What follows belongs to an exercise in optimizing a design on an open flow for small area, a short achievable clock period and few clock cycles per item; a production flow would make more cautious choices. RTL that was checked went through simulation tests only; none was proved equivalent to the original. No functional check of the RTL was part of run 1. Power is estimated from default activity; no workload was simulated.

==> flow/design.v (outline; a module is shown in full before it is edited, if it fits) <==
// module rsa_fa: 4 lines
// module rsa_han: 4 lines
// module rsa_or2: 1 lines
// module rsa_xor2: 1 lines
// module rsa_xnor2: 1 lines
// module rsa_nand2: 1 lines
// module rsa_nor2: 1 lines
// module rsa_inv: 1 lines
// module rsa_aoi21: 1 lines
// module rsa_oai21: 1 lines
// module rsa_qn: 69 lines
// module rsa_add: 1339 lines
// module rsa_mulcs: 76 lines
// module Rsa256Core: 5157 lines
module Rsa256Core (
  input          i_clk,
  input          i_rst,
  input          i_start,
  input  [255:0] i_a,
  input  [255:0] i_d,
  input  [255:0] i_n,
  output [255:0] o_a_pow_d,
  output         o_finished
);
  // ...
==> flow/flow/run.sh <==
#!/bin/bash
# Own layout flow: the standard synthesis, then the standard ORFS layout steps with
# repair_timing aiming for extra setup slack (the clock and constraints are unchanged).
set -uo pipefail
KNOBS=$(cat flow/knobs.txt 2>/dev/null || echo "SETUP_SLACK_MARGIN=10")
[[ -f flow/env.sh ]] && source flow/env.sh
bash standard.sh synth > synth.log 2>&1 || { tail -50 synth.log; exit 1; }
bash standard.sh $KNOBS finish > layout.log 2>&1 || { tail -50 layout.log; exit 1; }
==> flow/flow/env.sh <==
export BUFFER_PORTS_ARGS="-buffer_cell sky130_fd_sc_hd__buf_4"
==> flow/flow/knobs.txt <==
SETUP_SLACK_MARGIN=11.25 SLEW_MARGIN=40
==> flow/standard.sh <==
#!/bin/bash
# synth_recipe.tcl (not shown) runs the flow's synth.tcl, then flattens the netlist and writes it again
# the make line also repeats each setting of config.mk as NAME=value (left out here)
make -C /OpenROAD-flow-scripts/flow DESIGN_CONFIG=/design/flow/config.mk WORK_HOME=/design/flow/orfs CLKGATE_MAP_FILE= SYNTH_SCRIPT=/design/flow/synth_recipe.tcl "${@:-finish}"
==> flow/config.mk <==
export PLATFORM = sky130hd
export DESIGN_NAME = Rsa256Core
export DESIGN_NICKNAME = Rsa256Core
export VERILOG_FILES = /design/flow/design.v
export SDC_FILE = /design/flow/constraint.sdc
export NUM_CORES = 8
export LEC_CHECK = 0
export CAP_MARGIN = 20
export CORE_MARGIN = 2
export CORE_UTILIZATION = 48
export SETUP_SLACK_MARGIN = 0.5
export SLEW_MARGIN = 20
export SYNTH_HIERARCHICAL = 1
==> flow/constraint.sdc <==
create_clock -name core_clock -period 16.0 [get_ports {i_clk}]
set_input_delay 3.2000 -clock core_clock [delete_from_list [all_inputs] [get_ports {i_clk}]]
set_output_delay 3.2000 -clock core_clock [all_outputs]
set_load 0.01 [all_outputs]
==> qor.yml, run 1 <==
timing:
  finalWorstSetupSlack_ns: 11.11
  whs_ns: 0.4372
  hold_viol: 0
  setup_violations: 0
global_routing:
  gr-usage-met2_pct: 62.30
  grt_overflow_total: 0
  grt_pass1_wl_um: 1340000
  grt_pass1_vias: 173000
die:
  die_x_um: 661.2
  tapCellCount: 5710
route:
  postRouteAntennaNets: 0
  met1Wirelength_um: 331200
  dr_wl_met2_um: 410000
  dr.pass1.iters: 13
  viasPerCell: 6.723
  vias: 171400
cts:
  cts_buffers: 222
  postCtsHoldBufs: 0
setup_path:
  worst_setup_path_start_kind: "register"
  crit_path_frequent_cell: "buf_4"
  max_stage_delay_ns: 0.56
  setup.worst_path.end_class: "register"
  crit_end: "A[256]"
  cp_num_cells: 15
  critPathArrivalTime_ns: 5.75
layout:
  layout-drive-gt1-share_pct: 17.35
  fin_cells: 25500
  buffers: 1779
  comb.multi_input.count: 15370
  non_clock_buffer_area_share_pct: 7.367
  fin_area_um2: 234400
  seq_share_pct: 18.66
  nFillCells: 37330
  layout_common_cells: "nand2_1 (5274), fa_1 (4367), buf_4 (1447)"
status:
  status: "timing/DRC/antenna clean"
yosys:
  synthesis.area_um2: 207300
pwr:
  pwr.group.combinational_w: 0.0117
  p_clk_w: 0.00548
  p_seq_w: 0.00615
  pwr-share-seq_pct: 26.3
  power-top-group: "combinational cells"
  power.leakage_nw: 83.78
placed_design:
  io_buffers: 1027
==> inputs of run 2 (changes only) <==
--- a/flow/design.v
+++ b/flow/design.v
@@ -1505,17 +1505,17 @@
   input  [255:0] i_a,
   input  [255:0] i_d,
   input  [255:0] i_n,
   output [255:0] o_a_pow_d,
   output         o_finished
 );
   localparam OP_SQ = 4'd0, OP_MUL1 = 4'd1, OP_MUL3 = 4'd2, OP_PRE = 4'd3, OP_OUT = 4'd4, OP_DONE = 4'd5,
              OP_FSQ = 4'd6, OP_FMUL = 4'd8, OP_GOSCAN = 4'd9, OP_NONE = 4'd15;
-  reg         st_idle, st_cl, st_ca, st_scan, st_setup, st_mont;
+  reg         st_idle, st_cl, st_ca, st_scan, st_setup, st_mont, st_sh;
   reg         ph_in, ph_nt, ph_fr;
   reg         fin_r;
   reg  [3:0]  op;           
   reg  [3:0]  mulpend;      
   reg         fast, fpend, wr_a;
   reg  [1:0]  fcnt;
   reg         sqleft;       
   reg         pre_bit;      
@@ -6491,18 +6491,23 @@
   assign Vsn[287] = 1'b1;
   assign Vcn[287] = 1'b1;
   wire [303:0] xsb = {33'd0, B};
   wire [303:0] xsa = {33'd0, A};
   wire [7:0] dfb = xsb[didx * 8 +: 8];
   wire [7:0] dfa = xsa[didx * 8 +: 8];
   wire [303:0] xs3 = {33'd0, A3};
   wire [7:0] df3 = xs3[didx * 8 +: 8];
-  wire [7:0] dfetch = (op == OP_SQ || op == OP_FSQ) ? dfb : (op == OP_MUL1 || op == OP_PRE || op == OP_FMUL) ? dfa :
-                         (op == OP_MUL3) ? df3 : 8'd0;
+  reg src_b, src_a, src_a3;
+  always @(posedge i_clk) begin
+    src_b <= (op == OP_SQ) || (op == OP_FSQ);
+    src_a <= (op == OP_MUL1) || (op == OP_PRE) || (op == OP_FMUL);
+    src_a3 <= (op == OP_MUL3);
+  end
+  wire [7:0] dfetch = src_b ? dfb : src_a ? dfa : src_a3 ? df3 : 8'd0;
   wire [23:0] lowP = ~Sn[23:0] + ~Cn[23:0] + {23'd0, ~cinn};
   wire [23:0] bnew = (first || keepb) ? B[23:0] : lowP;
   wire [23:0] dfirst = (op == OP_SQ || op == OP_FSQ) ? bnew : (op == OP_MUL1 || op == OP_PRE || op == OP_FMUL) ? A[23:0] :
                             (op == OP_MUL3) ? A3[23:0] : 24'd1;
   rsa_mulcs u_m0 (.a(dfirst[7:0]), .b(bnew[7:0]), .sn(m0sn), .cn(m0cn));
   wire mont_last = st_mont && (cnt == 34);
   wire [270:0] aext = {15'd0, (st_idle && i_n[255]) ? {1'b1, 255'd0} : i_a};
   wire scan_done = st_scan && scan_ph && (fpend || dbit || idx == 9'd0);
@@ -6512,54 +6517,56 @@
   wire nmbit = npr[13];
   wire [279:0] nz = {24'd0, i_n};
   wire [279:0] n2 = {23'd0, i_n, 1'b0};
   wire [279:0] creg = (nz ^ {280{~sgn}}) | {279'd0, 1'b1};
   wire [279:0] cconv = ph_nt ? (nz & {280{nmbit}}) : last ? (n2 & {280{sgn}}) : creg;
   wire [279:0] sconv = ph_nt ? (nt_first ? 280'd0 : {9'd0, NT, 1'b0}) : {8'd0, A, 1'b0};
   always @(posedge i_clk or posedge i_rst) begin
     if (i_rst) begin
-      st_idle <= 1'b1; st_cl <= 1'b0; st_ca <= 1'b0; st_scan <= 1'b0; st_setup <= 1'b0; st_mont <= 1'b0;
+      st_idle <= 1'b1; st_sh <= 1'b0; st_cl <= 1'b0; st_ca <= 1'b0; st_scan <= 1'b0; st_setup <= 1'b0; st_mont <= 1'b0;
       ph_in <= 1'b0; ph_nt <= 1'b0; ph_fr <= 1'b0;
       fin_r <= 1'b0;
     end else begin
       fin_r <= st_ca && ph_fr && last;
       st_idle <= (st_idle && !i_start) || (st_ca && ph_fr && last);
-      st_cl <= (st_idle && i_start) || (st_ca && !(ph_fr && last) && !(ph_nt && last)) || (st_setup && op == OP_DONE);
+      st_cl <= (st_idle && i_start) || (st_ca && !(ph_fr && last) && !(ph_nt && last)) || st_sh;
+      st_sh <= st_setup && op == OP_DONE;
       st_ca <= st_cl;
       st_scan <= (st_ca && ph_nt && last) || (st_scan && !scan_done) || (st_setup && op == OP_GOSCAN);
       st_setup <= scan_done || mont_last;
       st_mont <= (st_setup && op != OP_DONE && op != OP_GOSCAN) || (st_mont && !mont_last);
       if (st_idle && i_start) ph_in <= 1'b1;
       if (st_ca && ph_in && last) begin ph_in <= 1'b0; ph_nt <= 1'b1; end
       if (st_ca && ph_nt && last) ph_nt <= 1'b0;
       if (st_setup && op == OP_DONE) ph_fr <= 1'b1;
       if (st_ca && ph_fr && last) ph_fr <= 1'b0;
     end
   end
+  wire a_en = st_idle || (st_ca && !ph_nt) || (st_setup && (op == OP_DONE || wr_a)) || st_sh || (st_mont && op == OP_FSQ);
+  wire [270:0] a_alt = st_sh ? (A >> 14) : aext;
+  always @(posedge i_clk) if (a_en) A <= (st_ca || st_setup) ? P : a_alt;
   always @(posedge i_clk) begin
     d_l1 <= dpad[{idx[7:4], 4'd0} +: 17];
     if (st_idle) begin
       fast <= i_n[255];
       fpend <= i_n[255];
       wr_a <= 1'b0;
-      A <= aext;
       sgn <= 1'b0;
       cnt <= 0;
       last <= 1'b0;
       idx <= 9'd255;
       scan_ph <= 1'b0;
       F <= 0;
       nu <= i_n[14:1];
       nlo <= i_n[13:0];
       npr <= {1'b1, 13'd0};
     end
     if (st_ca) begin
       sgn <= P[270];
-      if (!ph_nt) A <= P;
       if (ph_nt) NT <= P[269:0];
       if (ph_fr) F <= F << 1;
       cnt <= last ? 0 : cnt + 1'b1;
       last <= ph_in ? (cnt == (fast ? 32 : 270)) : ph_nt ? (cnt == 12) : (cnt == 13);
       if (last && !ph_nt) B <= P;
       if (ph_in && cnt < 13) begin
         npr <= {~nu[0], npr[13:1]};
         nu <= ({1'b0, nu} + (nu[0] ? 15'd0 : {1'b0, nlo})) >> 1;
@@ -6589,44 +6596,41 @@
       end
     end
     if (st_setup) begin
       cnt <= 0;
       first <= 1'b0;
       if (!first && !keepb) B <= P;
       if (wr_a3) A3 <= P;
       wr_a3 <= 1'b0;
-      if (wr_a) A <= P;
       wr_a <= 1'b0;
       if (op == OP_GOSCAN) scan_ph <= 1'b0;
       keepb <= 1'b0;
       dig <= dfirst[7:0];
       dign <= dfirst[15:8];
       dnx <= dfirst[23:16];
       didx <= 7'd3;
       dBsn <= m0sn;
       dBcn <= m0cn;
       q <= 0;
       if (op == OP_DONE) begin
-        A <= P >> 14;
         F <= P[13:0];
         sgn <= 1'b0;
         last <= 1'b0;
       end
     end
     if (st_mont) begin
       cnt <= cnt + 1'b1;
       dig <= dign;
       dign <= dnx;
       dnx <= dfetch;
       didx <= didx + 7'd1;
       dBsn <= mmsn;
       dBcn <= mmcn;
       q <= qnext;
-      if (op == OP_FSQ) A <= aext;
       if (cnt == 34) begin
         wr_a3 <= (op == OP_PRE);
         keepb <= (op == OP_PRE) && !pre_bit;
         if (op == OP_FSQ) begin
           if (fcnt != 2'd0) fcnt <= fcnt - 2'd1;
           else op <= OP_FMUL;
         end
         else if (op == OP_FMUL) begin op <= OP_GOSCAN; wr_a <= 1'b1; end
==> flow/flow/knobs.txt (replaced) <==
SETUP_SLACK_MARGIN=11.25 SLEW_MARGIN=50
==> qor.yml, run 2 <==
route:
  drt_wl_total_um: 895000  # was 982900 um
  viasPerCell: 6.550  # was 6.723
  drt_iter0_drc: 20120  # was 23910
  wl_per_cell_um: 36.36  # was 38.55 um
  drc: 0  # unchanged
  dr.pass1.iters: 7  # was 13
  postRouteAntennaNets: 0  # unchanged
  vias: 161300  # was 171400
layout:
  area_growth_pct: 12.45  # was 13.05%
  nFillCells: 37210  # was 37330
  post-route-util_pct: 54.31  # was 54.46%
  layout-drive-gt1-share_pct: 17.06  # was 17.35%
  reg.largest.list: "Cn x279, Sn x279"  # unchanged
  fin_area_um2: 232400  # was 234400 um2
  multi_input_area_um2: 153800  # was 157300 um2
  final_common_cell: "nand2_1"  # unchanged
  layout_common_cells: "nand2_1 (5118), fa_1 (4360), buf_4 (1318)"  # was nand2_1 (5274), fa_1 (4367), buf_4 (1447)
  register_area_um2: 46490  # was 43720 um2
  nets: 24450  # was 25200
cts:
  htree_levels: 4  # unchanged
  clock_path_buffers: 4  # unchanged
  cts_sinks: 1824  # was 1820
  cts_buffers: 219  # was 222
  clock_latency_ns: 1.02  # was 1.06 ns
  root_buffer: "clkbuf_16"  # unchanged
  cts_tree: "built"  # unchanged
  clkTransAtPathRegs_ns: 0.06  # was 0.07 ns
timing:
  setup_violations: 0  # unchanged
  rsz0062_at_grt: "yes"  # unchanged
  post-route-min-period_ns: 4.819  # was 4.892 ns
  drv_slew: 0  # unchanged
  setup-tns-final_ns: 0  # unchanged
  max_slew_margin_pct: 40.68  # was 28.68%
  period_share_pct: 30.12  # was 30.57%
  hold_viol: 0  # unchanged
  finClkSkew_ns: 0.1240  # was 0.1329 ns
  maxClockFrequency_ghz: 0.2075  # was 0.2044 GHz
  tightest_slew_ns: 0.8805  # was 1.059 ns
die:
  initial_core_util_pct: 48.30  # was 48.18%
  die_y_um: 660.2  # was 661.2 um
  num_rows: 240  # was 241
  die_x_um: 660.2  # was 661.2 um
  core_area_um2: 427900  # was 430300 um2
  ios: 1028  # unchanged
  die_area_um2: 435900  # was 437100 um2
setup_path:
  critPathArrivalTime_ns: 1.62  # was 5.75 ns
  crit_type: "reg -> out"  # was reg -> reg
  crit_chain: "buf_12 -> buf_8"  # was ha_1 -> nand4_1 -> buf_4 -> or2_2 -> nor4_2 -> nand3_1 -> o41ai_4 -> buf_4 -> a21boi_4 -> inv_2 -> o21ai_4 -> a21oi_1 -> xnor2_2 -> o32ai_2 -> nor3_1
  max_stage_delay_ns: 0.37  # was 0.56 ns
  cp.required_ns: 12.80  # was 16.86 ns
  cp_slowest_cell: "dfxtp_2"  # was nor4_2
  crit_fanout: 2  # was 5
  worst_setup_path_start_kind: "register"  # unchanged
  setup.worst_path.end_class: "output pin"  # was register
global_routing:
  grt_pass1_wl_um: 1257000  # was 1340000 um
  grt_overflow_total: 0  # unchanged
  antenna_found_initial: 65  # was 145
  grt_max_degree: 126  # was 138
  grt_pass1_vias: 166400  # was 173000
  grt_usage_pct: 40.65  # was 43.68%
yosys:
  synth_cells: 18720  # was 19470
  syn_area_per_cell_um2: 11.04  # was 10.65 um2
  yosysWarnings: 7  # unchanged
  synthesis.area_um2: 206700  # was 207300 um2
pwr:
  p_comb_share_pct: 46.1  # was 50.2%
  power.leakage_nw: 82.74  # was 83.78 nW
  internal_power_w: 0.01280  # was 0.01356 W
  pwr-share-seq_pct: 27.4  # was 26.3%
  switching_power_w: 0.008010  # was 0.009780 W
  ir_drop_mv: 0.08030  # was 0.1046 mV
  p_clk_share_pct: 26.5  # was 23.5%
  p_per_area_nw_per_um2: 89.53  # was 99.58 nW/um2
  p_sw_share_pct: 38.49  # was 41.91%
status:
  status: "timing/DRC/antenna clean"  # unchanged
placed_design:
  placed_cell_area_um2: 216800  # was 217000 um2
  gp_congestion: 0.9917  # was 1.014
  hpwl_um: 640600  # was 674600 um
  io_buffers: 1027  # unchanged
job:
  maxCapViolations: 0  # unchanged
min_path:
  hold_path_class: "reg -> reg"  # unchanged
## run 2: cell type report
type | instances | share of cell area, %
multi-input cells | 14840 | 66.17
flip-flops and latches | 1824 | 20.00
repair buffers | 1695 | 7.201
well taps | 5687 | 3.062
clock buffers | 278 | 2.568
clock inverters | 131 | 0.7241
inverters | 144 | 0.2471
diodes | 23 | 0.02476
## run 2: metrics by stage
step                power (W)  instances  hold slack [ns]  setup WS, ns
finish                0.02081      24620           0.4657         11.18
global route          0.02172      24600           0.4788         11.18
CTS                   0.02043      24540           0.4728         11.14
detailed placement    0.01490      23770           0.4628         10.11
global placement      0.01476      23730           0.4557         9.533
floorplan             0.01160      18720           0.3670         10.27
## run 2: path summary, 6_finish.rpt
check / start / end / slack [ns] / depth (start not counted)
setup / recovery: B[3] / o_a_pow_d[2] / 11.18 / 2
hold / removal: st_cl / st_ca / 0.47 / 0
setup reg to reg: dig[0] / Cn[49] / 11.27 / 14
hold reg to reg: st_cl / st_ca / 0.47 / 0
max in group asynchronous: i_rst / st_sh / 13.31 / 2
min in group asynchronous: i_rst / st_setup / 2.29 / 2
## run 2: power by group through the flow
stage	combinational [W]	clock (W)	sequential (W)
5_1_grt	0.0103	0.00568	0.00570
3_5_place_dp	0.00903	0	0.00587
6_report	0.00960	0.00551	0.00570
4_1_cts	0.00926	0.00550	0.00568
3_3_place_gp	0.00889	0	0.00587
2_1_floorplan	0.00601	0	0.00559
## run 2: worst max-delay path: cells and delay by family, from the launching register on
family / cells / cell delay [ns]
DFF: 1 / 0.37
buffers and inverters: 2 / 0.26
## run 2: routing by layer
| layer | global-route usage (%) | vias to the layer above | wire length, um |
|---|---|---|---|
| li1 | - | 62180 | - |
| met1 | 51.97 | 84740 | 321100 |
| met2 | 59.35 | 11780 | 384100 |
| met3 | 14.19 | 2506 | 120000 |
| met4 | 25.05 | 50 | 69530 |
| met5 | 0 | - | 343 |
## run 2: repair_timing
action                                  4_1_cts  5_1_grt
hold buffers                                  0        0
buffers inserted                            317       35
cloned                                       43       12
pin swaps                                    16       31
endpoints found under the setup margin     1517      554
endpoints found under the hold margin         0        0
resized for setup                           731      181
Testbench counts of run 2, summed over its fixed seeds: cycles 302,996, ops 24.

port drivers added, routing unchanged:
In the flow no input, the clock included, has a driving cell. The finished layouts below were timed again as built, in two steps. Step 1 sets driving cells, clkbuf_16 on the clock port and buf_2 on the other inputs (assumed; they add their load-dependent delay and slew). Step 2 times the ports against the registers' clock, not the clock port: input delays grow and output delays shrink by t, the midpoint of the rising clock arrivals with the driver on. Three values: ideal, step 1, step 2; two values: the first two.
run	t (ns)	setup WS [ns]	hold WS [ns]	worst setup path at the end	worst register clock-pin slew, ns
run 1	1.129	11.108 / 11.002 / 10.364	0.437 / 0.437 / 0.437	input to register	0.07 / 0.07
run 2	1.086	11.181 / 11.053 / 10.208	0.466 / 0.466 / 0.466	input to register	0.07 / 0.07
After both steps every run listed still meets setup and hold. For run 2, which loses most, drivers alone change the setup slack by -0.128 ns; drivers and shift together by -0.973 ns.
